Background: an optimization exercise with open tools, aiming at small area and a short achievable clock period. Do not read the settings as production practice.
RTL that was checked went through simulation tests only; none was proved equivalent to the original.
No functional check of the RTL was part of runs 4 and 5.

## design/flow/design.v

```verilog
module overall_neural_network_training(
	input clock,
	input reset,
	input inp_1,
	input inp_2,
	input inp_3,
	input inp_4,
	input inp_5,
	input inp_6,
	output outp_1,
	output outp_2,
	output outp_3
);
	wire [5:0] x = {inp_6, inp_5, inp_4, inp_3, inp_2, inp_1};
	wire [5:0] h;     
	wire [5:0] h_nx;  
	wire [2:0] o;     
	wire [2:0] o_nx;  
	reg  [2:0] fin;   
	reg  [5:0] xr;    
	reg  r1;          
	reg  [5:0] xc;
	reg  [5:0] hc;
	reg  [2:0] oc;
	always @(posedge clock or posedge reset)
		if (reset) begin
			xr <= 6'd0;
			r1 <= 1'b1;
			xc <= 6'h3F;
			hc <= 6'h3F;
			oc <= 3'h7;
		end else begin
			xr <= x;
			r1 <= 1'b0;
			xc <= x;
			hc <= h_nx;
			oc <= o_nx;
		end
	localparam [36*12-1:0] INIT_H = {
		12'h005, 12'hFEA, 12'h025, 12'hFF4, 12'h01C, 12'hFE1,    
		12'h013, 12'hFF1, 12'h003, 12'hFED, 12'h015, 12'hFFB,    
		12'h01D, 12'hFF1, 12'h021, 12'h01F, 12'hFE7, 12'h013,    
		12'h008, 12'hFF3, 12'h010, 12'hFEB, 12'h015, 12'hFEA,    
		12'h00C, 12'hFE5, 12'hFDB, 12'h012, 12'hFF1, 12'h020,    
		12'h019, 12'hFF6, 12'h017, 12'hFDC, 12'h00E, 12'hFE9};   
	localparam [18*12-1:0] INIT_O = {
		12'h005, 12'hFF6, 12'h023, 12'hFE3, 12'h019, 12'hFE2,    
		12'h010, 12'hFFD, 12'hFE2, 12'h006, 12'h022, 12'hFE4,    
		12'h002, 12'hFED, 12'h014, 12'h01B, 12'hFE2, 12'hFF5};   
	wire [36*12-1:0] whn;    
	wire [18*12-1:0] won;
	genvar i, j;
	generate
		for (i = 0; i < 6; i = i + 1) begin : hid
			for (j = 0; j < 6; j = j + 1) begin : syn
				synapse #(.INIT(INIT_H[(6*i+j)*12 +: 12])) s (
					.clock(clock), .reset(reset),
					.pre_w(xr[j]), .post_w(h[i]), .pre_c(xc[j]), .post_c(hc[i]),
					.w_nx(whn[(6*i+j)*12 +: 12]));
			end
			neuron_h n (
				.clock(clock), .reset(reset), .r1(r1),
				.in_nx(x), .w_nx(whn[72*i +: 72]), .spike(h[i]), .spike_nx(h_nx[i]));
		end
		for (i = 0; i < 3; i = i + 1) begin : out
			for (j = 0; j < 6; j = j + 1) begin : syn
				synapse #(.INIT(INIT_O[(6*i+j)*12 +: 12])) s (
					.clock(clock), .reset(reset),
					.pre_w(h[j]), .post_w(o[i]), .pre_c(hc[j]), .post_c(oc[i]),
					.w_nx(won[(6*i+j)*12 +: 12]));
			end
			neuron_o n (
				.clock(clock), .reset(reset), .r1(r1),
				.in_nx(h_nx), .w_nx(won[72*i +: 72]), .spike(o[i]), .spike_nx(o_nx[i]));
		end
	endgenerate
	always @(posedge clock)
		fin <= o_nx[0] ? 3'b100 : o_nx[1] ? 3'b010 : o_nx[2] ? 3'b001 : 3'b000;
	assign {outp_1, outp_2, outp_3} = fin;
endmodule
module csa_row #(parameter W = 16) (
	input [W-1:0] a,
	input [W-1:0] b,
	input [W-1:0] c,
	output [W-1:0] s,
	output [W-1:0] cy
);
	assign s = a ^ b ^ c;
	assign cy = ((a & b) | (a & c) | (b & c)) << 1;
endmodule
module lif_update(
	input [15:0] a,
	input [15:0] b,
	input low,            
	input hold,           
	output [12:0] u_nx,
	output fire
);
	wire [15:0] ts, tc;
	csa_row rt (.a(a), .b(b), .c(16'hFFFD), .s(ts), .cy(tc));    
	wire [12:0] t = ts[12:0] + tc[12:0];
	wire [15:0] th = a + b;
	wire f = ~th[15];      
	assign fire = f & ~hold;
	assign u_nx = (f | low | hold) ? 13'h1193 : t;    
endmodule
module low_test(
	input [12:0] u,
	input big,
	input [3:0] part,
	output low
);
	assign low = ~big & (((u == 13'h1193) & (part <= 4'd2)) |
	                     ((u == 13'h1194) & (part <= 4'd1)) |
	                     ((u == 13'h1195) & (part == 4'd0)));
endmodule
module neuron_h(
	input clock,
	input reset,
	input r1,
	input [5:0] in_nx,
	input [71:0] w_nx,
	output reg spike,
	output spike_nx
);
	wire [15:0] g0 = {4'd0, w_nx[11:0]  & {12{in_nx[0]}}};
	wire [15:0] g1 = {4'd0, w_nx[23:12] & {12{in_nx[1]}}};
	wire [15:0] g2 = {4'd0, w_nx[35:24] & {12{in_nx[2]}}};
	wire [15:0] g3 = {4'd0, w_nx[47:36] & {12{in_nx[3]}}};
	wire [15:0] g4 = {4'd0, w_nx[59:48] & {12{in_nx[4]}}};
	wire [15:0] g5 = {4'd0, w_nx[71:60] & {12{in_nx[5]}}};
	wire [15:0] sa, ca, sb, cb, s2, c2;
	csa_row r1a (.a(g0), .b(g1), .c(g2), .s(sa), .cy(ca));
	csa_row r1b (.a(g3), .b(g4), .c(g5), .s(sb), .cy(cb));
	csa_row r2  (.a(sa), .b(ca), .c(sb), .s(s2), .cy(c2));
	reg [12:0] p1;    
	reg [12:0] p2;    
	reg [11:0] p3;    
	always @(posedge clock) begin
		p1 <= s2[12:0];
		p2 <= c2[13:1];
		p3 <= cb[12:1];
	end
	reg [12:0] u;     
	wire [15:0] sx, cx, a, b;
	csa_row u1 (.a({3'd0, p1}), .b({2'd0, p2, 1'b0}), .c({3'd0, p3, 1'b0}), .s(sx), .cy(cx));
	csa_row u2 (.a(sx), .b(cx), .c({{3{u[12]}}, u}), .s(a), .cy(b));
	wire [12:0] u_nx;
	wire low;
	low_test lt (.u(u), .big((|p1[12:2]) | (|p2[12:1]) | (|p3[11:1])),
		.part({2'b0, p1[1:0]} + {2'b0, p2[0], 1'b0} + {2'b0, p3[0], 1'b0}), .low(low));
	lif_update up (.a(a), .b(b), .low(low), .hold(r1), .u_nx(u_nx), .fire(spike_nx));
	always @(posedge clock or posedge reset)
		if (reset) begin
			u <= 13'h1193;
			spike <= 1'b0;
		end else begin
			u <= u_nx;
			spike <= spike_nx;
		end
endmodule
module neuron_o(
	input clock,
	input reset,
	input r1,
	input [5:0] in_nx,
	input [71:0] w_nx,
	output reg spike,
	output spike_nx
);
	wire [15:0] g0 = {4'd0, w_nx[11:0]  & {12{in_nx[0]}}};
	wire [15:0] g1 = {4'd0, w_nx[23:12] & {12{in_nx[1]}}};
	wire [15:0] g2 = {4'd0, w_nx[35:24] & {12{in_nx[2]}}};
	wire [15:0] g3 = {4'd0, w_nx[47:36] & {12{in_nx[3]}}};
	wire [15:0] g4 = {4'd0, w_nx[59:48] & {12{in_nx[4]}}};
	wire [15:0] g5 = {4'd0, w_nx[71:60] & {12{in_nx[5]}}};
	wire [15:0] sa, ca, sb, cb;
	csa_row r1a (.a(g0), .b(g1), .c(g2), .s(sa), .cy(ca));
	csa_row r1b (.a(g3), .b(g4), .c(g5), .s(sb), .cy(cb));
	reg [11:0] q1;    
	reg [11:0] q2;    
	reg [11:0] q3;    
	reg [11:0] q4;    
	always @(posedge clock) begin
		q1 <= sa[11:0];
		q2 <= ca[12:1];
		q3 <= sb[11:0];
		q4 <= cb[12:1];
	end
	reg [12:0] u;     
	wire [15:0] sx, cx, sy, cy, a, b;
	csa_row u1 (.a({4'd0, q1}), .b({3'd0, q2, 1'b0}), .c({4'd0, q3}), .s(sx), .cy(cx));
	csa_row u2 (.a(sx), .b(cx), .c({{3{u[12]}}, u}), .s(sy), .cy(cy));
	csa_row u3 (.a(sy), .b(cy), .c({3'd0, q4, 1'b0}), .s(a), .cy(b));
	wire [12:0] u_nx;
	wire low;
	low_test lt (.u(u), .big((|q1[11:2]) | (|q2[11:1]) | (|q3[11:2]) | (|q4[11:1])),
		.part({2'b0, q1[1:0]} + {2'b0, q2[0], 1'b0} + {2'b0, q3[1:0]} + {2'b0, q4[0], 1'b0}),
		.low(low));
	lif_update up (.a(a), .b(b), .low(low), .hold(r1), .u_nx(u_nx), .fire(spike_nx));
	always @(posedge clock or posedge reset)
		if (reset) begin
			u <= 13'h1193;
			spike <= 1'b0;
		end else begin
			u <= u_nx;
			spike <= spike_nx;
		end
endmodule
module synapse #(parameter [11:0] INIT = 12'd0) (
	input clock,
	input reset,
	input pre_w,      
	input post_w,
	input pre_c,      
	input post_c,
	output [11:0] w_nx    
);
	reg [11:0] w;
	reg [11:0] cp;    
	reg [11:0] cm;    
	reg f;            
	wire zp = ~|cp[10:0];
	wire zm1 = ~|cm[10:1];
	wire zm = zm1 & ~cm[0];
	wire fp = cp[11] ^ cp[7] ^ cp[1] ^ cp[0] ^ zp;
	wire fm = cm[11] ^ cm[7] ^ cm[1] ^ cm[0] ^ zm;
	wire hold_p = pre_c & ~(post_c & f);
	wire step_p = ~pre_c & ~f;
	wire one_p = ~pre_c & f;
	wire hold_m = post_c & ~(pre_c & f);
	wire step_m = ~post_c & ~f;
	wire one_m = ~post_c & f;
	wire [11:0] cp_nx = ({12{hold_p}} & cp) | ({12{step_p}} & {cp[10:0], fp}) | {11'd0, one_p};
	wire [11:0] cm_nx = ({12{hold_m}} & cm) | ({12{step_m}} & {cm[10:0], fm}) | {11'd0, one_m};
	wire up1 = ~pre_w & post_w & (f | zp);
	wire up3 = pre_w & post_w;
	wire dn2 = pre_w & ~post_w & (f | zm);
	wire dn4 = pre_w & ~post_w & ~f & zm1 & cm[0] & ~cm[11];
	wire [2:0] d = {dn2 | dn4, up3 | dn2, up1 | up3};
	wire [3:0] lo = {1'b0, w[2:0]} + {1'b0, d};
	wire inc01 = (f | zp) & (&w[2:0]);
	wire inc11 = w[2] & (w[1] | w[0]);
	wire dec10 = ((f | zm) & ~w[2] & ~w[1]) | (~f & zm1 & cm[0] & ~cm[11] & ~w[2]);
	wire inc = post_w & (pre_w ? inc11 : inc01);
	wire dec = pre_w & ~post_w & dec10;
	reg [11:0] wn;
	reg all1, all0;
	integer k;
	always @(*) begin
		wn[2:0] = lo[2:0];
		all1 = 1'b1;
		all0 = 1'b1;
		for (k = 3; k < 12; k = k + 1) begin
			wn[k] = w[k] ^ ((inc & all1) | (dec & all0));
			all1 = all1 & w[k];
			all0 = all0 & ~w[k];
		end
	end
	assign w_nx = wn;
	always @(posedge clock or posedge reset)
		if (reset) begin
			f <= 1'b1;
			w <= INIT;
		end else begin
			f <= pre_c & post_c;
			w <= wn;
		end
	always @(posedge clock) begin
		cp <= cp_nx;
		cm <= cm_nx;
	end
endmodule
```

## design/flow/flow/run.sh

```bash
#!/bin/bash
set -euo pipefail
SETUP_SLACK_MARGIN=6 bash standard.sh > standard.log 2>&1
```

## design/flow/standard.sh

```bash
#!/bin/bash
# synth_recipe.tcl (not shown) runs the flow's synth.tcl, then flattens the netlist and writes it again
# the make line also repeats each setting of config.mk as NAME=value (left out here)
make -C /OpenROAD-flow-scripts/flow DESIGN_CONFIG=/design/flow/config.mk WORK_HOME=/design/flow/orfs CLKGATE_MAP_FILE= SYNTH_SCRIPT=/design/flow/synth_recipe.tcl "${@:-finish}"
```

## design/flow/config.mk

```make
export PLATFORM = sky130hd
export DESIGN_NAME = overall_neural_network_training
export DESIGN_NICKNAME = overall_neural_network_training
export VERILOG_FILES = /design/flow/design.v
export SDC_FILE = /design/flow/constraint.sdc
export NUM_CORES = 4
export LEC_CHECK = 0
export CAP_MARGIN = 20
export CORE_MARGIN = 2
export CORE_UTILIZATION = 65
export CTS_BUF_LIST = sky130_fd_sc_hd__clkbuf_16
export CTS_CLUSTER_DIAMETER = 60
export CTS_CLUSTER_SIZE = 30
export SLEW_MARGIN = 20
```

## design/flow/constraint.sdc

```tcl
create_clock -name core_clock -period 10.0 [get_ports {clock}]
set_input_delay 2.0000 -clock core_clock [delete_from_list [all_inputs] [get_ports {clock}]]
set_output_delay 2.0000 -clock core_clock [all_outputs]
set_load 0.01 [all_outputs]
```

==> impl_metrics.csv, run 1 <==
group,metric,value,unit
global_routing,grt_use_total,0.2873,
timing,holdWs,466.8,ps
critical_path,r2r-start,"out[1].n.q3[3]$_DFF_P_",
clocking,clk_path_buf_depth,3,
outcome,status,"no timing/DRC/antenna violations",
critical_path,rr_worst_depth,14,
placed_design,place_congestion,0.9130,
timing,finalHoldViolations,0,
timing,fin_crit,4057,ps
global_routing,use_met3,0.03792,
logic_synthesis,synth_top_family_by_area,"simple AND/OR/NAND/NOR gates",
critical_path,cp_common_cell,"fa_1",
clocking,root_buffer,"clkbuf_16",
timing,tightest_slew,1087,ps
critical_path,end_kind,"flip-flop",
timing,fin_crit_sh,0.4057,
logic_synthesis,yosys.cell_count.top_type,"dfxtp_1",
critical_path,worstSetupPathType,"flip-flop to flip-flop",
logic_synthesis,ys_types,90,
logic_synthesis,yosysTopAreaCellShare,0.2482,
critical_path,crit_chain,"fa_1 > inv_1 > fa_1 > fa_1 > inv_1 > ha_1 > inv_2 > ha_4 > nand4b_1 > nand2_2 > a41oi_2 > a21oi_2 > or4_1 > a31o_2",
route,initialDrtViolationCount,7372,
logic_synthesis,synth_flop_cell,"dfxtp_1",
critical_path,cp_slowest_stage_delay,550,ps
timing,worst_slack,5943,ps
logic_synthesis,async_flop_share,0.3380,
global_routing,grt_max_degree,152,
logic_synthesis,yosysWarnings,45,
cells_and_area,drive_gt1_frac,0.09080,
floorplan,fp.dieH,458.5,µm
clocking,cts_max_level,4,
timing,drv_slew,0,
cells_and_area,area_delta_synth_final,8.042,%
placed_design,postPlaceCellArea,0.1360,mm²
critical_path,worstPathMaxFanout,4,
logic_synthesis,synth_xor_area_frac,0.06463,
route,postRouteWirelength,307900,µm
logic_synthesis,syn_nets,14920,
critical_path,startpoint,"out[1].n.q3[3]$_DFF_P_",
logic_synthesis,synth_compound_area_frac,0.1324,
logic_synthesis,synth_cells,13910,
logic_synthesis,netlist_area,0.1343,mm²
route,drtPass1Iterations,6,
floorplan,start_util,0.6551,
critical_path,crit_path_top_delay_cell,"fa_1",
logic_synthesis,yosysTopAreaCell,"dfxtp_1",
global_routing,grt_pass1_vias,97000,
logic_synthesis,synth_adder_area_share,0.1271,
critical_path,arrival,4830,ps
route,routedWlPerCell,18.69,µm
logic_synthesis,synth_edf_count,0,
floorplan,core_area,0.2050,mm²
logic_synthesis,synth_area_leaders,"dfxtp_1 25%, fa_1 8.9%, dfstp_2 8.5%, dfrtp_1 7.7%, xnor2_1 5.0%",
route,vias_per_cell,5.987,
global_routing,met2_usage,0.4689,
global_routing,busiest_layer,"met2",
critical_path,worstPathRequired,10780,ps
placed_design,dpl_worst_slack,5220,ps
timing,fin_worst_skew,52.82,ps
route,drc_errors,0,
clocking,clkTransAtPathRegs,100,ps
placed_design,dp_hpwl,211400,µm
critical_path,r2r_end,"out[1].n.u[12]$_DFF_PP1_",
logic_synthesis,syn_area_per_cell,9.653,µm²
floorplan,pin_count,11,
cells_and_area,fin_nets,14640,
clocking,cts_made_buffers,172,
global_routing,grt.overflow.total,0,
global_routing,antenna_found_initial,7,
logic_synthesis,synth_seq_cells,2515,
clocking,clk-insertion-delay-late,870,ps
floorplan,die_w,458.5,µm
timing,slew_headroom,0.2752,
placed_design,place_inst,16040,
flow_run,cap_violations,0,
timing,rsz0062_at_grt,"yes",
clocking,cts_sinks,2515,
clocking,ctsHoldBuffers,0,
logic_synthesis,muxShareOfSynthArea,0.05119,
logic_synthesis,synthSimpleGateAreaFrac,0.1645,
timing,fmax,246.5,MHz
floorplan,rows,166,
min_path,min_to,"hid[3].syn[0].s.w[11]$_DFF_PP0_",
cells_and_area,final_area,0.1451,mm²
timing,setup_viol,0,
logic_synthesis,ys_seq_area_frac,0.4106,
critical_path,ff2ff_setup_slack,5940,ps
critical_path,critPathTopFamily,"adder cells",
critical_path,start_kind,"flip-flop",
critical_path,path_buf_inv,3,
cells_and_area,finalNonFillerCells,16470,
clocking,cts_tree,"yes",
min_path,hold_depth,1,
min_path,hold_path_startpoint,"hid[3].syn[0].s.w[11]$_DFF_PP0_",
global_routing,grt_first_pass_wirelength,499900,µm
global_routing,global_route.usage.met1,0.4043,
floorplan,die_area,0.2103,mm²
placed_design,port_buffers,10,
route,final_antenna_net_count,0,
route,dr_total_vias,98620,
min_path,hold_class,"flip-flop to flip-flop",
logic_synthesis,synthTopCellsByCount,"1,665 x dfxtp_1, 1,441 x nand2_1, 1,147 x inv_1, 902 x o21ai_0, 773 x xnor2_1",
[state kept, by name, summed over array words and instances (netlist names), 78 cells and up]
register and flops:
hid.n.u 78, hid.syn.s.cm 432, out.syn.s.cp 216, hid.syn.s.w 432, hid.n.p1 78, hid.syn.s.cp 432
out.syn.s.cm 216, out.syn.s.w 216
[cells by family (layout without fill, tap and decap cells)]
| kind of cell | count (synthesis) | after routing |
|---|---|---|
| other | 1 | 9 |
| XOR/XNOR | 991 | 991 |
| AO/OA/AOI/OAI | 2576 | 2576 |
| multiplexers | 685 | 685 |
| buffers and inverters | 1765 | 1629 |
| AND/OR/NAND/NOR | 4373 | 4373 |
| adder cells (fa/ha/maj) | 1007 | 1007 |
| flip-flops | 2515 | 2515 |
[layout make-up]
type	instances	area [µm²]
Antenna cell	8	20.02
Multi-Input combinational cell	9633	73750
Timing Repair Buffer	157	2033
Sequential cell	2515	55300
Clock buffer	182	4554
Tap cell	2688	3363
Inverter	1147	4309
Clock inverter	143	1770
Fill cell	15380	59900
[metrics by stage]
| stage | TNS, ps | utilization |
|---|---|---|
| after detailed placement | 0 | 0.6635 |
| after CTS | 0 | 0.6997 |
| after global routing | 0 | 0.7077 |
| final | 0 | 0.7078 |
| after floorplan | -1417750 | - |
| after global placement | 0 | 0.6633 |
[worst max path at each step]
| stage | endpoint | slack [ps] | cells past startpoint |
|---|---|---|---|
| 2_1_floorplan | hid[0].n.spike$_DFF_PP0_ | -3320 | 1 |
| 3_3_place_gp | out[2].n.u[1]$_DFF_PP1_ | 5290 | 12 |
| 3_5_place_dp | out[2].n.u[1]$_DFF_PP1_ | 5220 | 12 |
| 4_1_cts | out[2].n.u[1]$_DFF_PP1_ | 5930 | 12 |
| 5_1_grt | out[1].n.u[12]$_DFF_PP1_ | 5840 | 14 |
| 6_report | out[1].n.u[12]$_DFF_PP1_ | 5940 | 14 |
[layout by cell type, fill, tap and decap left out, types with 62 or more instances in the layout]
cell type / synthesis / layout
a32o_1: 269 / 269
nor4_1: 335 / 324
dfrtp_1: 414 / 402
a32oi_1: 80 / 80
fa_1: 597 / 584
dfstp_2: 436 / 420
nand2_1: 1441 / 1408
buf_4: 0 / 90
and3_1: 97 / 97
a22oi_1: 107 / 107
nand3_1: 329 / 329
a22o_1: 186 / 186
xnor2_1: 773 / 773
ha_1: 404 / 364
a31oi_1: 84 / 84
nor2_1: 642 / 637
o21ai_0: 902 / 877
and4_1: 64 / 62
clkbuf_16: 0 / 191
a21oi_1: 384 / 367
xor2_1: 218 / 218
and2_1: 435 / 435
nand2b_1: 227 / 227
nor3_1: 234 / 230
inv_1: 1147 / 1142
o31a_1: 79 / 79
mux2i_1: 673 / 673
dfxtp_1: 1665 / 1631
nor2b_1: 137 / 137
nand4_1: 133 / 133
[per-layer routing]
metal / wire [µm] / part of all wire
met1: 141300 / 0.46
met2: 144700 / 0.47
met3: 14820 / 0.048
met4: 7115 / 0.023
met5: 7 / 0.000023
[repair_timing]
item / CTS / global route
pin swaps: 28 / 100
endpoints found under the setup margin: 225 / 235
gates resized for setup: 115 / 220
endpoints found under the hold margin: 0 / 0
cloned: 13 / 11
setup buffers: 26 / 46
==> run 2, diff against run 1 <==
--- a/design/flow/config.mk
+++ b/design/flow/config.mk
@@ -10,5 +10,5 @@
 export CORE_UTILIZATION = 65
 export CTS_BUF_LIST = sky130_fd_sc_hd__clkbuf_16
-export CTS_CLUSTER_DIAMETER = 60
-export CTS_CLUSTER_SIZE = 30
+export CTS_CLUSTER_DIAMETER = 70
+export CTS_CLUSTER_SIZE = 24
 export SLEW_MARGIN = 20
==> run 2 against run 1 <==
Against the previous run:
- setup slack lost 46 ps
- critical path type unchanged
- still clean on timing, DRC and antenna
- synthesized cell count is the same
- highest routed layer unchanged
- die area is the same
- wire length grew 0.12%
==> impl_metrics.csv, run 2 <==
group,metric,value,unit
global_routing,busiest_layer,"met2",
logic_synthesis,synthTopCellsByCount,"1,665 x dfxtp_1, 1,441 x nand2_1, 1,147 x inv_1, 902 x o21ai_0, 773 x xnor2_1",
clocking,clkTransAtPathRegs,90,ps
logic_synthesis,muxShareOfSynthArea,0.05119,
route,drc_errors,0,
timing,fin_crit,4103,ps
cells_and_area,layout.cells.most_common,"dfxtp_1",
floorplan,start_util,0.6551,
floorplan,rows,166,
route,final_antenna_net_count,0,
timing,slew_headroom,0.2746,
timing,fmax,243.7,MHz
cells_and_area,reg_top3,"hid.syn.s.cm: 432 flops, hid.syn.s.cp: 432 flops, hid.syn.s.w: 432 flops",
logic_synthesis,synthSimpleGateAreaFrac,0.1645,
critical_path,end_kind,"flip-flop",
logic_synthesis,ys_seq_area_frac,0.4106,
route,vias_per_cell,6.002,
floorplan,fp.dieH,458.5,µm
global_routing,grt_use_total,0.2849,
logic_synthesis,synth_xor_area_frac,0.06463,
logic_synthesis,synth_compound_area_frac,0.1324,
floorplan,core_area,0.2050,mm²
route,routedWlPerCell,18.77,µm
logic_synthesis,yosysTopAreaCell,"dfxtp_1",
min_path,hold_depth,1,
logic_synthesis,synth_flop_cell,"dfxtp_1",
global_routing,met2_usage,0.4661,
clocking,clk_path_buf_depth,3,
cells_and_area,fin_nets,14610,
logic_synthesis,syn_area_per_cell,9.653,µm²
logic_synthesis,yosysTopAreaCellShare,0.2482,
cells_and_area,drive_gt1_frac,0.09008,
cells_and_area,area_delta_synth_final,7.148,%
logic_synthesis,netlist_area,0.1343,mm²
timing,fin_worst_skew,31.17,ps
timing,fin_crit_sh,0.4103,
clocking,cts_made_buffers,149,
route,postRouteWirelength,308300,µm
floorplan,die_w,458.5,µm
logic_synthesis,synth_adder_area_share,0.1271,
logic_synthesis,synth_cells,13910,
timing,worst_slack,5897,ps
placed_design,port_buffers,10,
global_routing,antenna_found_initial,9,
cells_and_area,n_fill_cell,15490,
global_routing,grt.overflow.total,0,
placed_design,dp_hpwl,211400,µm
timing,rsz0062_at_grt,"yes",
timing,drv_slew,0,
critical_path,worstPathMaxFanout,4,
clocking,cts_max_level,4,
clocking,clk-insertion-delay-late,840,ps
global_routing,use_met3,0.04000,
clocking,root_buffer,"clkbuf_16",
critical_path,start_kind,"flip-flop",
global_routing,grt_pass1_vias,96630,
global_routing,grt_max_degree,152,
logic_synthesis,synth_top_family_by_area,"simple AND/OR/NAND/NOR gates",
critical_path,worstPathRequired,10740,ps
logic_synthesis,syn_nets,14920,
floorplan,pin_count,11,
logic_synthesis,synth_seq_cells,2515,
logic_synthesis,yosysWarnings,45,
timing,setup_viol,0,
route,drtPass1Iterations,6,
placed_design,dpl_worst_slack,5220,ps
critical_path,rr_worst_depth,16,
clocking,cts_sinks,2515,
logic_synthesis,async_flop_share,0.3380,
clocking,ctsHoldBuffers,0,
cells_and_area,final_cell_mix,"1,622 x dfxtp_1, 1,365 x nand2_1, 1,161 x inv_1",
global_routing,grt_first_pass_wirelength,496700,µm
timing,finalHoldViolations,0,
placed_design,place_inst,16040,
floorplan,die_area,0.2103,mm²
logic_synthesis,synth_area_leaders,"dfxtp_1 25%, fa_1 8.9%, dfstp_2 8.5%, dfrtp_1 7.7%, xnor2_1 5.0%",
critical_path,arrival,4840,ps
clocking,cts_tree,"yes",
route,dr_total_vias,98590,
flow_run,cap_violations,0,
min_path,hold_class,"flip-flop to flip-flop",
cells_and_area,finalNonFillerCells,16430,
logic_synthesis,synth_edf_count,0,
outcome,status,"no timing/DRC/antenna violations",
route,initialDrtViolationCount,7550,
logic_synthesis,yosys.cell_count.top_type,"dfxtp_1",
logic_synthesis,ys_types,90,
timing,tightest_slew,1088,ps
timing,tns,0,ps
placed_design,place_congestion,0.9130,
critical_path,worstSetupPathType,"flip-flop to flip-flop",
timing,holdWs,463.6,ps
global_routing,global_route.usage.met1,0.4002,
==> run 2: cell counts after synthesis <==
No cell type changed its count.
==> run 2: final timing paths <==
path | start | to | slack [ps]
min in group asynchronous | reset | hid[1].syn[5].s.w[0]$_DFF_PP0_ | 1600
setup / recovery | hid[0].n.p3[7]$_DFF_P_ | out[0].n.q1[2]$_DFF_P_ | 5900
hold / removal | hid[3].syn[0].s.w[11]$_DFF_PP0_ | hid[3].syn[0].s.w[11]$_DFF_PP0_ | 460
setup reg to reg | hid[0].n.p3[7]$_DFF_P_ | out[0].n.q1[2]$_DFF_P_ | 5900
max in group asynchronous | reset | hid[2].n.spike$_DFF_PP0_ | 6500
hold reg to reg | hid[3].syn[0].s.w[11]$_DFF_PP0_ | hid[3].syn[0].s.w[11]$_DFF_PP0_ | 460
==> run 2: cells by family (layout without fill, tap and decap cells) <==
group | count (synthesis) | count (layout)
buf+inv | 1765 | 1585
compound gates | 2576 | 2576
xor+xnor | 991 | 991
other cells | 1 | 6
flops | 2515 | 2515
fa+ha+maj | 1007 | 1007
simple gates | 4373 | 4373
mux | 685 | 685
==> run 2: worst max-delay path, cell delays in order (launching register included) <==
cell and delay (ps):
dfxtp_2 340, inv_2 40, fa_1 480, fa_1 530
inv_2 60, ha_4 240, a211oi_2 180, nor2_1 100
or4_4 430, mux2_4 300, a21oi_4 190, buf_8 180
buf_8 150, buf_16 140, nand2_1 70, fa_2 540
inv_1 40
==> run 2: what timing repair did <==
| action | 4_1_cts | 5_1_grt |
|---|---|---|
| setup buffers | 29 | 40 |
| pin swaps | 32 | 123 |
| gates resized for setup | 134 | 281 |
| cloned | 10 | 18 |
| endpoints found under the setup margin | 218 | 217 |
==> run 2: layout make-up <==
| class | instances | area, µm² | area share |
|---|---|---|---|
| antenna | 5 | 12.51 | 0.00008695 |
| clock buffer | 153 | 3829 | 0.02661 |
| clock inverter | 127 | 1089 | 0.007565 |
| inverter | 1147 | 4312 | 0.02996 |
| multi-input combinational | 9633 | 73950 | 0.5139 |
| sequential | 2515 | 55310 | 0.3843 |
| tap | 2688 | 3363 | 0.02337 |
| timing repair buffer | 158 | 2042 | 0.01419 |
==> run 2: per-stage QoR <==
step,util,instance area (µm²)
floorplan,-,134300
CTS,0.6926,142000
finish,0.7020,143900
detailed placement,0.6635,136000
global placement,0.6633,136000
global route,0.7019,143900
==> run 2: routing by layer <==
layer | wire length, µm | vias to the layer above
li1 | - | 47420
met2 | 143600 | 1956
met5 | 7 | -
met1 | 140700 | 48850
met4 | 7885 | 2
met3 | 16040 | 361
==> run 3, diff against run 2 <==
==> design/flow/flow/run.sh (replaced) <==
#!/bin/bash
set -euo pipefail
SETUP_SLACK_MARGIN=6.25 bash standard.sh > standard.log 2>&1
==> run 3 against run 2 <==
Against the previous run:
- largest cell class unchanged
- sequential cell count stayed put
- die area unchanged
- clock skew is 1.6 ps higher
==> impl_metrics.csv, run 3 <==
group,metric,value,unit
global_routing,grt_first_pass_wirelength,508200,µm
cells_and_area,fin_nets,14720,
floorplan,pin_count,11,
placed_design,dp_hpwl,210800,µm
critical_path,start_kind,"flip-flop",
clocking,ctsHoldBuffers,0,
global_routing,grt_max_degree,141,
logic_synthesis,netlist_area,0.1343,mm²
timing,fin_crit_sh,0.4157,
timing,drv_slew,0,
logic_synthesis,synth_cells,13910,
clocking,root_buffer,"clkbuf_16",
cells_and_area,drive_gt1_frac,0.1214,
clocking,cts_max_level,4,
critical_path,worstPathRequired,10730,ps
logic_synthesis,synthTopCellsByCount,"1,665 x dfxtp_1, 1,441 x nand2_1, 1,147 x inv_1, 902 x o21ai_0, 773 x xnor2_1",
outcome,status,"no timing/DRC/antenna violations",
critical_path,r2r_end,"out[1].n.q3[3]$_DFF_P_",
floorplan,die_w,458.5,µm
clocking,clkTransAtPathRegs,90,ps
floorplan,fp.dieH,458.5,µm
critical_path,ff2ff_setup_slack,5840,ps
min_path,hold_class,"flip-flop to flip-flop",
placed_design,place_congestion,0.8820,
route,vias_per_cell,6.036,
cells_and_area,area_delta_synth_final,9.533,%
route,drc_errors,0,
cells_and_area,layout.cells.most_common,"dfxtp_1",
placed_design,port_buffers,10,
timing,finalHoldViolations,0,
timing,tightest_slew,1121,ps
cells_and_area,final_area,0.1471,mm²
timing,fmax,240.6,MHz
global_routing,grt_pass1_vias,97730,
floorplan,core_area,0.2050,mm²
logic_synthesis,async_flop_share,0.3380,
critical_path,end_kind,"flip-flop",
clocking,clk-insertion-delay-late,830,ps
placed_design,postPlaceCellArea,0.1361,mm²
route,dr_total_vias,99750,
timing,slew_headroom,0.2528,
route,routedWlPerCell,19.29,µm
route,drtPass1Iterations,6,
critical_path,r2r-start,"hid[4].n.p1[8]$_DFF_P_",
logic_synthesis,ys_types,90,
global_routing,grt.overflow.total,0,
cells_and_area,final_cell_mix,"1,592 x dfxtp_1, 1,333 x nand2_1, 1,085 x inv_1",
global_routing,antenna_found_initial,19,
flow_run,cap_violations,0,
logic_synthesis,synth_edf_count,0,
timing,rsz0062_at_grt,"yes",
floorplan,start_util,0.6551,
cells_and_area,reg_top3,"hid.syn.s.cm: 432 flops, hid.syn.s.cp: 432 flops, hid.syn.s.w: 432 flops",
clocking,cts_sinks,2515,
route,postRouteWirelength,318800,µm
floorplan,die_area,0.2103,mm²
route,final_antenna_net_count,0,
logic_synthesis,syn_area_per_cell,9.653,µm²
logic_synthesis,syn_nets,14920,
timing,tns,0,ps
clocking,cts_made_buffers,151,
timing,fin_crit,4157,ps
logic_synthesis,yosysTopAreaCellShare,0.2482,
cells_and_area,fin_util,0.7176,
route,initialDrtViolationCount,7768,
critical_path,arrival,4890,ps
logic_synthesis,synth_area_leaders,"dfxtp_1 25%, fa_1 8.9%, dfstp_2 8.5%, dfrtp_1 7.7%, xnor2_1 5.0%",
critical_path,endpoint,"out[1].n.q3[3]$_DFF_P_",
logic_synthesis,yosys.cell_count.top_type,"dfxtp_1",
global_routing,grt_use_total,0.2941,
logic_synthesis,yosysTopAreaCell,"dfxtp_1",
critical_path,worstPathMaxFanout,5,
clocking,clk_path_buf_depth,3,
clocking,cts_tree,"yes",
floorplan,rows,166,
critical_path,rr_worst_depth,17,
critical_path,startpoint,"hid[4].n.p1[8]$_DFF_P_",
logic_synthesis,synth_flop_cell,"dfxtp_1",
timing,setup_viol,0,
critical_path,worstSetupPathType,"flip-flop to flip-flop",
timing,fin_worst_skew,32.80,ps
logic_synthesis,yosysWarnings,45,
logic_synthesis,synth_seq_cells,2515,
logic_synthesis,ys_seq_area_frac,0.4106,
==> run 3: cell types whose count changed in the layout (fill, tap and decap cells not counted), moves of 27 or more <==
cell | before | now
fa_1 | 579 | 502
fa_2 | 18 | 95
inv_1 | 1161 | 1085
inv_2 | 14 | 87
buf_4 | 90 | 147
nand2_4 | 39 | 75
ha_1 | 365 | 332
dfxtp_2 | 40 | 72
nand2_1 | 1365 | 1333
dfxtp_1 | 1622 | 1592
inv_6 | 39 | 10
nor4_1 | 324 | 295
ha_4 | 35 | 62
o21ai_0 | 876 | 849
==> run 3: cells by family after synthesis <==
family / Yosys count / share of synthesized area
simple gates: 4373 / 0.1645
flops: 2515 / 0.4106
compound gates: 2576 / 0.1324
other cells: 1 / 0.00002792
xor+xnor: 991 / 0.06463
buf+inv: 1765 / 0.04948
mux: 685 / 0.05119
fa+ha+maj: 1007 / 0.1271
==> run 3: worst min-delay path by stage <==
stage / startpoint / end / slack [ps] / depth (start not counted)
floorplan: hid[0].syn[5].s.w[11]$_DFF_PP0_ / hid[0].syn[5].s.w[11]$_DFF_PP0_ / 430 / 1
global placement: hid[0].syn[5].s.w[11]$_DFF_PP0_ / hid[0].syn[5].s.w[11]$_DFF_PP0_ / 450 / 1
detailed placement: hid[0].syn[5].s.w[11]$_DFF_PP0_ / hid[0].syn[5].s.w[11]$_DFF_PP0_ / 450 / 1
CTS: hid[0].syn[5].s.w[11]$_DFF_PP0_ / hid[0].syn[5].s.w[11]$_DFF_PP0_ / 470 / 1
global route: hid[5].syn[5].s.w[11]$_DFF_PP0_ / hid[5].syn[5].s.w[11]$_DFF_PP0_ / 480 / 1
finish: hid[0].syn[5].s.w[11]$_DFF_PP0_ / hid[0].syn[5].s.w[11]$_DFF_PP0_ / 470 / 1
==> run 3: per-stage QoR <==
stage | cells | setup slack (ps) | hold slack, ps
3_5_place_dp | 16040 | 5170 | 450.9
6_report | 16530 | 5843 | 465.4
4_1_cts | 16450 | 5943 | 467.4
2_1_floorplan | 13910 | -3324 | 430.5
5_1_grt | 16520 | 5768 | 479.7
3_3_place_gp | 16040 | 5244 | 445.3
==> run 3: routing by layer <==
metal,wire length (µm),track usage,up-vias
li1,-,-,47650
met1,144200,0.4136,49540
met2,149100,0.4783,2118
met3,17110,0.04333,444
met4,8319,0.07459,2
met5,13,0,-
==> run 3: critical path, cell delays in order (launching register included) <==
cell      delay, ps
dfxtp_1         360
inv_1            60
fa_1            460
fa_1            550
inv_1            90
ha_4            250
a211oi_2        220
o21bai_1        130
a211oi_2        280
and4bb_4        300
nor2_4          140
buf_12          140
buf_12          130
buf_12          130
buf_16          170
nand2_4          60
fa_2            530
inv_1            40
==> run 3: cell type report <==
| class | instances | area [µm²] |
|---|---|---|
| multi-input combinational | 9634 | 75530 |
| sequential | 2515 | 55350 |
| tap | 2688 | 3363 |
| clock inverter | 113 | 1102 |
| fill | 15070 | 57900 |
| clock buffer | 163 | 4079 |
| antenna | 3 | 7.507 |
| timing repair buffer | 263 | 3352 |
| inverter | 1147 | 4317 |
==> run 3: what timing repair did <==
action / in CTS / in global routing
setup buffers: 102 / 68
gates cloned: 31 / 3
endpoints found under the setup margin: 298 / 354
pin swaps: 157 / 156
gates resized for setup: 524 / 395
==> run 4, diff against run 3 <==
--- a/design/flow/design.v
+++ b/design/flow/design.v
@@ -234,13 +234,14 @@
 	wire [11:0] cp_nx = ({12{hold_p}} & cp) | ({12{step_p}} & {cp[10:0], fp}) | {11'd0, one_p};
 	wire [11:0] cm_nx = ({12{hold_m}} & cm) | ({12{step_m}} & {cm[10:0], fm}) | {11'd0, one_m};
-	wire up1 = ~pre_w & post_w & (f | zp);
-	wire up3 = pre_w & post_w;
-	wire dn2 = pre_w & ~post_w & (f | zm);
-	wire dn4 = pre_w & ~post_w & ~f & zm1 & cm[0] & ~cm[11];
-	wire [2:0] d = {dn2 | dn4, up3 | dn2, up1 | up3};
-	wire [3:0] lo = {1'b0, w[2:0]} + {1'b0, d};
-	wire inc01 = (f | zp) & (&w[2:0]);
+	wire up01 = f | zp;                        
+	wire dn2 = f | zm;                         
+	wire dn4 = ~f & zm1 & cm[0] & ~cm[11];     
+	wire [2:0] lo01 = up01 ? w[2:0] + 3'd1 : w[2:0];
+	wire [2:0] lo10 = dn2 ? w[2:0] - 3'd2 : dn4 ? w[2:0] - 3'd4 : w[2:0];
+	wire [2:0] lo11 = w[2:0] + 3'd3;
+	wire inc01 = up01 & (&w[2:0]);
 	wire inc11 = w[2] & (w[1] | w[0]);
-	wire dec10 = ((f | zm) & ~w[2] & ~w[1]) | (~f & zm1 & cm[0] & ~cm[11] & ~w[2]);
+	wire dec10 = (dn2 & ~w[2] & ~w[1]) | (dn4 & ~w[2]);
+	wire [2:0] lo = pre_w ? (post_w ? lo11 : lo10) : (post_w ? lo01 : w[2:0]);
 	wire inc = post_w & (pre_w ? inc11 : inc01);
 	wire dec = pre_w & ~post_w & dec10;
@@ -249,5 +250,5 @@
 	integer k;
 	always @(*) begin
-		wn[2:0] = lo[2:0];
+		wn[2:0] = lo;
 		all1 = 1'b1;
 		all0 = 1'b1;
==> design/flow/run.sh (new file) <==
#!/bin/bash
# synth_recipe.tcl (not shown) runs the flow's synth.tcl, then flattens the netlist and writes it again
# the make line also repeats each setting of config.mk as NAME=value (left out here)
make -C /OpenROAD-flow-scripts/flow DESIGN_CONFIG=/design/flow/config.mk WORK_HOME=/design/flow/orfs CLKGATE_MAP_FILE= SYNTH_SCRIPT=/design/flow/synth_recipe.tcl finish
--- a/design/flow/config.mk
+++ b/design/flow/config.mk
@@ -8,7 +8,5 @@
 export CAP_MARGIN = 20
 export CORE_MARGIN = 2
-export CORE_UTILIZATION = 65
-export CTS_BUF_LIST = sky130_fd_sc_hd__clkbuf_16
-export CTS_CLUSTER_DIAMETER = 70
-export CTS_CLUSTER_SIZE = 24
+export CORE_UTILIZATION = 55
+export SETUP_SLACK_MARGIN = 5
 export SLEW_MARGIN = 20
removed: design/flow/flow/run.sh
removed: design/flow/standard.sh
==> run 4 against run 3 <==
Against the previous run:
- clock skew rose by 19 ps
- highest routed layer is now met4
- cell count increased by 5.6%
- largest cell class unchanged
- design area increased by 1.7%
- setup slack got worse by 460 ps
- synthesized area increased by 2.2%
- synthesized cell count up 2.0%
==> impl_metrics.csv, run 4 <==
group,metric,value,unit
route,drc_errors,0,
clocking,cts_max_level,5,
floorplan,start_util,0.5525,
route,postRouteWirelength,337000,µm
route,wirelength_met1,159400,µm
floorplan,pin_count,11,
route,initialDrtViolationCount,7504,
critical_path,crit_path_top_delay_cell,"fa_1",
global_routing,grt_max_degree,131,
logic_synthesis,yosys.cell_count.top_type,"dfxtp_1",
critical_path,worstSetupPathType,"flip-flop to flip-flop",
cells_and_area,layout.cells.most_common,"dfxtp_1",
route,wl_met2,155300,µm
timing,fin_crit_sh,0.4616,
timing,rsz0062_at_grt,"no",
timing,finalHoldViolations,0,
route,routed.top_layer,"met4",
placed_design,port_buffers,10,
clocking,cts_tree,"yes",
logic_synthesis,yosysWarnings,45,
clocking,clk_path_buf_depth,4,
route,vias_per_cell,5.955,
clocking,clk-insertion-delay-late,930,ps
critical_path,cp_slowest_stage_delay,590,ps
flow_run,cap_violations,0,
floorplan,die_w,503.6,µm
placed_design,place_congestion,0.8730,
global_routing,grt_use_total,0.2611,
min_path,hold_class,"flip-flop to flip-flop",
critical_path,worstPathMaxFanout,38,
timing,fin_worst_skew,51.71,ps
logic_synthesis,async_flop_share,0.3380,
cells_and_area,area_delta_synth_final,9.038,%
logic_synthesis,synth_edf_count,0,
timing,tightest_slew,1136,ps
logic_synthesis,synth_seq_cells,2515,
clocking,clkTransAtPathRegs,60,ps
route,final_antenna_net_count,0,
floorplan,core_area,0.2484,mm²
clocking,post-cts-setup-buffers,0,
route,drtPass1Iterations,6,
cells_and_area,final_area,0.1497,mm²
placed_design,dp_hpwl,240100,µm
logic_synthesis,ys_types,101,
cells_and_area,n_fill_cell,20970,
global_routing,grt_first_pass_wirelength,538900,µm
critical_path,arrival,5400,ps
cells_and_area,reg_top3,"hid.syn.s.cm: 432 flops, hid.syn.s.cp: 432 flops, hid.syn.s.w: 432 flops",
clocking,cts_made_buffers,297,
clocking,ctsHoldBuffers,0,
global_routing,grt.overflow.total,0,
critical_path,crit_chain,"inv_1 > fa_1 > fa_1 > inv_1 > ha_1 > and3_1 > a221o_1 > a211o_1 > o211ai_1 > nor2b_4 > buf_4 > o211ai_1 > fa_1 > inv_1",
placed_design,postPlaceCellArea,0.1398,mm²
floorplan,rows,183,
floorplan,die_area,0.2536,mm²
global_routing,antenna_found_initial,16,
cells_and_area,fin_nets,15070,
critical_path,worstPathRequired,10790,ps
route,routedWlPerCell,19.31,µm
cells_and_area,final_cell_mix,"1,665 x dfxtp_1, 1,358 x inv_1, 1,071 x nand2_1",
logic_synthesis,netlist_area,0.1373,mm²
timing,fmax,216.6,MHz
route,dr_total_vias,103900,
logic_synthesis,ys_seq_area_frac,0.4018,
logic_synthesis,yosysTopAreaCell,"dfxtp_1",
logic_synthesis,yosysTopAreaCellShare,0.2428,
clocking,cts_resized,0,
floorplan,fp.dieH,503.6,µm
logic_synthesis,synth_cells,14190,
cells_and_area,drive_gt1_frac,0.08182,
critical_path,start_kind,"flip-flop",
clocking,cts_sinks,2515,
logic_synthesis,synth_flop_cell,"dfxtp_1",
logic_synthesis,syn_nets,15360,
logic_synthesis,synth_area_leaders,"dfxtp_1 24%, dfstp_2 8.3%, fa_1 7.9%, dfrtp_1 7.5%, a32o_1 5.9%",
global_routing,grt_pass1_vias,100500,
logic_synthesis,synthTopCellsByCount,"1,665 x dfxtp_1, 1,364 x inv_1, 1,071 x nand2_1, 803 x a32o_1, 648 x xnor2_1",
timing,drv_slew,0,
timing,fin_crit,4616,ps
clocking,root_buffer,"clkbuf_16",
timing,slew_headroom,0.2411,
timing,holdWs,457.4,ps
route,met3_length,13980,µm
timing,setup_viol,0,
outcome,status,"no timing/DRC/antenna violations",
logic_synthesis,syn_area_per_cell,9.674,µm²
critical_path,end_kind,"flip-flop",
run 4: cell types whose count changed after synthesis, sizes merged, moves of 125 or more:
cell,change
ha,+217
xnor2,-125
nor3,+149
inv,+217
mux2i,-293
a32o,+534
nand2,-371
o21ai,-271
run 4: logic make-up after synthesis:
family,synth area share
simple gates,0.1586
compound gates,0.1592
flops,0.4018
buf+inv,0.05644
fa+ha+maj,0.1358
xor+xnor,0.05915
mux,0.02910
other cells,0.00002732
run 4: metal layers:
layer | up-vias | track usage
met1 | 51470 | 0.3719
li1 | 49810 | -
met5 | - | 0
met2 | 2184 | 0.4228
met3 | 466 | 0.02779
met4 | 0 | 0.07017
run 4: path summary, 6_finish.rpt:
kind	endpoint	slack, ps	startpoint	cells after the start
worst max-delay path	out[2].n.q3[8]$_DFF_P_	5380	hid[5].n.p3[9]$_DFF_P_	14
worst min-delay path	hid[3].syn[3].s.w[11]$_DFF_PP0_	460	hid[3].syn[3].s.w[11]$_DFF_PP0_	1
worst max register to register	out[2].n.q3[8]$_DFF_P_	5380	hid[5].n.p3[9]$_DFF_P_	14
worst min register to register	hid[3].syn[3].s.w[11]$_DFF_PP0_	460	hid[3].syn[3].s.w[11]$_DFF_PP0_	1
max in group asynchronous	xr[2]$_DFF_PP0_	6550	reset	4
min in group asynchronous	hid[0].syn[1].s.w[7]$_DFF_PP0_	1480	reset	2
run 4: final cells by class:
class / count / area (µm²) / share of cell area
clock buffer: 428 / 8693 / 0.05808
multi-input combinational: 9613 / 74460 / 0.4975
inverter: 1365 / 5127 / 0.03426
timing repair buffer: 101 / 850.8 / 0.005684
antenna: 7 / 17.52 / 0.0001170
sequential: 2515 / 55220 / 0.3690
clock inverter: 94 / 1136 / 0.007590
tap: 3330 / 4167 / 0.02784
run 4: critical path: cells and delay by family (launching register included):
kind / cells / cell delay (ps)
compound gates: 4 / 1130
fa+ha+maj: 4 / 1950
buf+inv: 4 / 620
flops: 1 / 340
simple gates: 2 / 420
run 4: through the flow:
stage / utilization / worst slack (ps) / instances / setup TNS, ps
after floorplan: - / -3324 / 14190 / -1417750
after global placement: 0.5625 / 4830 / 16920 / 0
after detailed placement: 0.5625 / 4721 / 16920 / 0
after CTS: 0.6021 / 5349 / 17440 / 0
after global routing: 0.6024 / 5129 / 17450 / 0
final: 0.6025 / 5384 / 17450 / 0
==> run 5, diff against run 4 <==
==> design/flow/flow/run.sh (new file) <==
#!/bin/bash
set -euo pipefail
SETUP_SLACK_MARGIN=6 bash standard.sh > standard.log 2>&1
==> design/flow/standard.sh (new file) <==
#!/bin/bash
# synth_recipe.tcl (not shown) runs the flow's synth.tcl, then flattens the netlist and writes it again
# the make line also repeats each setting of config.mk as NAME=value (left out here)
make -C /OpenROAD-flow-scripts/flow DESIGN_CONFIG=/design/flow/config.mk WORK_HOME=/design/flow/orfs CLKGATE_MAP_FILE= SYNTH_SCRIPT=/design/flow/synth_recipe.tcl "${@:-finish}"
--- a/design/flow/config.mk
+++ b/design/flow/config.mk
@@ -8,5 +8,7 @@
 export CAP_MARGIN = 20
 export CORE_MARGIN = 2
-export CORE_UTILIZATION = 55
-export SETUP_SLACK_MARGIN = 5
+export CORE_UTILIZATION = 65
+export CTS_BUF_LIST = sky130_fd_sc_hd__clkbuf_16
+export CTS_CLUSTER_DIAMETER = 70
+export CTS_CLUSTER_SIZE = 24
 export SLEW_MARGIN = 20
removed: design/flow/run.sh
==> run 5 against run 4 <==
Against the previous run:
- hold slack improved by 2.9 ps
- die area decreased by 15%
- wire length decreased by 0.46%
- register-to-register slack improved by 480 ps
- maximum frequency increased by 12%
- critical path depth increased by 2
- via count increased by 0.90%
- count of clock-buffer cells in the layout decreased by 262
- critical path type unchanged
- sequential share of layout area increased by 0.32 points
==> impl_metrics.csv, run 5 <==
group,metric,value,unit
outcome,status,"no timing/DRC/antenna violations",
logic_synthesis,yosys.cell_count.top_type,"dfxtp_1",
critical_path,crit_path_top_delay_cell,"fa_1",
logic_synthesis,synth_edf_count,0,
global_routing,grt_max_degree,156,
critical_path,crit_chain,"fa_1 > ha_1 > ha_4 > fa_2 > a211oi_2 > o21ai_1 > a211o_1 > a211o_1 > a21oi_4 > buf_12 > buf_6 > buf_12 > buf_16 > nand2_2 > fa_2 > inv_1",
timing,fin_worst_skew,42.78,ps
critical_path,cp_slowest_stage_delay,610,ps
logic_synthesis,synthTopCellsByCount,"1,665 x dfxtp_1, 1,364 x inv_1, 1,071 x nand2_1, 803 x a32o_1, 648 x xnor2_1",
global_routing,grt.overflow.total,0,
cells_and_area,fin_nets,15050,
logic_synthesis,netlist_area,0.1373,mm²
critical_path,start_kind,"flip-flop",
timing,fin_crit,4139,ps
logic_synthesis,ys_types,101,
route,drc_errors,0,
global_routing,grt_use_total,0.2990,
clocking,cts_sinks,2515,
floorplan,pin_count,11,
timing,holdWs,460.3,ps
floorplan,rows,168,
clocking,clk_path_buf_depth,3,
timing,setup_viol,0,
floorplan,fp.dieH,463.5,µm
flow_run,cap_violations,0,
clocking,cts_made_buffers,156,
timing,worst_slack,5861,ps
logic_synthesis,yosysTopAreaCell,"dfxtp_1",
logic_synthesis,synth_seq_cells,2515,
floorplan,die_w,463.5,µm
floorplan,start_util,0.6543,
clocking,clkTransAtPathRegs,100,ps
cells_and_area,final_cell_mix,"1,620 x dfxtp_1, 1,364 x inv_1, 989 x nand2_1",
clocking,clk-insertion-delay-late,850,ps
route,final_antenna_net_count,0,
logic_synthesis,synth_flop_cell,"dfxtp_1",
min_path,hold_class,"flip-flop to flip-flop",
timing,drv_slew,0,
placed_design,dp_hpwl,228100,µm
logic_synthesis,syn_area_per_cell,9.674,µm²
route,routedWlPerCell,19.93,µm
global_routing,antenna_found_initial,14,
route,initialDrtViolationCount,8884,
logic_synthesis,yosysWarnings,45,
logic_synthesis,synth_area_leaders,"dfxtp_1 24%, dfstp_2 8.3%, fa_1 7.9%, dfrtp_1 7.5%, a32o_1 5.9%",
timing,tns,0,ps
global_routing,grt_first_pass_wirelength,529100,µm
critical_path,worstPathRequired,10740,ps
floorplan,die_area,0.2149,mm²
timing,tightest_slew,1052,ps
critical_path,end_kind,"flip-flop",
route,dr_total_vias,104900,
timing,fin_crit_sh,0.4139,
floorplan,core_area,0.2098,mm²
cells_and_area,reg_top3,"hid.syn.s.cm: 432 flops, hid.syn.s.cp: 432 flops, hid.syn.s.w: 432 flops",
logic_synthesis,async_flop_share,0.3380,
critical_path,ff2ff_setup_slack,5860,ps
timing,finalHoldViolations,0,
critical_path,worstPathMaxFanout,5,
logic_synthesis,ys_seq_area_frac,0.4018,
timing,slew_headroom,0.2987,
placed_design,place_congestion,0.8994,
route,vias_per_cell,6.232,
cells_and_area,drive_gt1_frac,0.1021,
placed_design,dpl_worst_slack,4913,ps
critical_path,arrival,4880,ps
cells_and_area,area_delta_synth_final,8.232,%
timing,fmax,241.6,MHz
clocking,cts_max_level,4,
global_routing,grt_pass1_vias,100800,
placed_design,port_buffers,10,
clocking,root_buffer,"clkbuf_16",
logic_synthesis,synth_cells,14190,
logic_synthesis,yosysTopAreaCellShare,0.2428,
critical_path,worstSetupPathType,"flip-flop to flip-flop",
logic_synthesis,syn_nets,15360,
clocking,cts_tree,"yes",
route,postRouteWirelength,335400,µm
route,drtPass1Iterations,9,
cells_and_area,layout.cells.most_common,"dfxtp_1",
timing,rsz0062_at_grt,"yes",
==> run 5: layer usage <==
metal	part of all wire	global-route usage
met3	0.060	0.03803
met5	0	0
met4	0.029	0.08968
met1	0.45	0.4198
met2	0.46	0.4844
==> run 5: final timing paths <==
kind                                                       from                               to  depth (start not counted)
worst max-delay path                     hid[1].n.p1[1]$_DFF_P_           out[2].n.q1[1]$_DFF_P_                         16
worst min-delay path            hid[3].syn[5].s.w[11]$_DFF_PP0_  hid[3].syn[5].s.w[11]$_DFF_PP0_                          1
worst max register to register           hid[1].n.p1[1]$_DFF_P_           out[2].n.q1[1]$_DFF_P_                         16
worst min register to register  hid[3].syn[5].s.w[11]$_DFF_PP0_  hid[3].syn[5].s.w[11]$_DFF_PP0_                          1
max in group asynchronous                                 reset         hid[5].n.spike$_DFF_PP0_                          4
min in group asynchronous                                 reset         hid[0].n.u[11]$_DFF_PP0_                          2
==> run 5: critical path, delay by kind of cell, from the launching register on <==
kind | cells | cell delay (ps)
buf+inv | 5 | 570
flops | 1 | 330
fa+ha+maj | 5 | 1990
compound gates | 5 | 1080
simple gates | 1 | 70
==> run 5: what timing repair did <==
item / CTS / global route
resized for setup: 214 / 305
hold endpoints to repair: 0 / 0
setup endpoints to repair: 270 / 262
pin swaps: 81 / 146
setup buffers: 58 / 46
hold buffers: 0 / 0
cloned: 25 / 11
==> run 5: per-stage QoR <==
step	cells	util	cell area, µm²
6_report	16830	0.7082	148600
5_1_grt	16820	0.7081	148600
4_1_cts	16760	0.6987	146600
3_3_place_gp	16390	0.6626	139000
2_1_floorplan	14190	-	137300
3_5_place_dp	16390	0.6626	139000
==> run 5: cell families after synthesis <==
logic type / after synthesis / synth area share
other: 1 / 0.00002732
AO/OA/AOI/OAI: 2923 / 0.1592
XOR/XNOR: 927 / 0.05915
flip-flops: 2515 / 0.4018
buffers and inverters: 2061 / 0.05644
adder cells (fa/ha/maj): 1164 / 0.1358
AND/OR/NAND/NOR: 4201 / 0.1586
multiplexers: 397 / 0.02910
==> run 5: layout make-up <==
cell class                 count  area (µm²)
clock buffer                 166        4154
antenna                       10       25.02
clock inverter               124        1265
tap                         2805        3510
inverter                    1365        5141
multi-input combinational   9615       76260
fill                       15740       61210
timing repair buffer         226        2932
sequential                  2515       55290

re-timing with driven ports:
How much do the figures lean on ideal ports? The routed layouts below were timed once more, with nothing changed but the port constraints. Step 1 sets driving cells, clkbuf_16 on the clock port and buf_2 on the other inputs (assumed; they add their load-dependent delay and slew). Step 2 times the ports against the registers' clock, not the clock port: input delays grow and output delays shrink by t, the midpoint of the rising clock arrivals with the driver on. Slacks: no drivers / after step 1 / after step 2; pairs: no drivers / after step 1.
run | t, ns | slack for setup (ns) | clock arrival spread, ns | worst slew at a driven data input, ns
run 1 | 0.933 | 5.943 / 5.943 / 5.512 | 0.057 / 0.057 | 0.09
run 2 | 0.911 | 5.897 / 5.897 / 5.585 | 0.033 / 0.033 | 0.09
run 3 | 0.901 | 5.843 / 5.843 / 5.505 | 0.035 / 0.035 | 0.11
run 4 | 0.992 | 5.384 / 5.384 / 4.875 | 0.057 / 0.057 | 0.09
run 5 | 0.922 | 5.861 / 5.861 / 5.217 | 0.045 / 0.045 | 0.14
After both steps setup and hold are still met in every run listed. For run 5, which loses most, drivers alone change the setup slack by 0.000 ns; drivers and shift together by -0.644 ns.
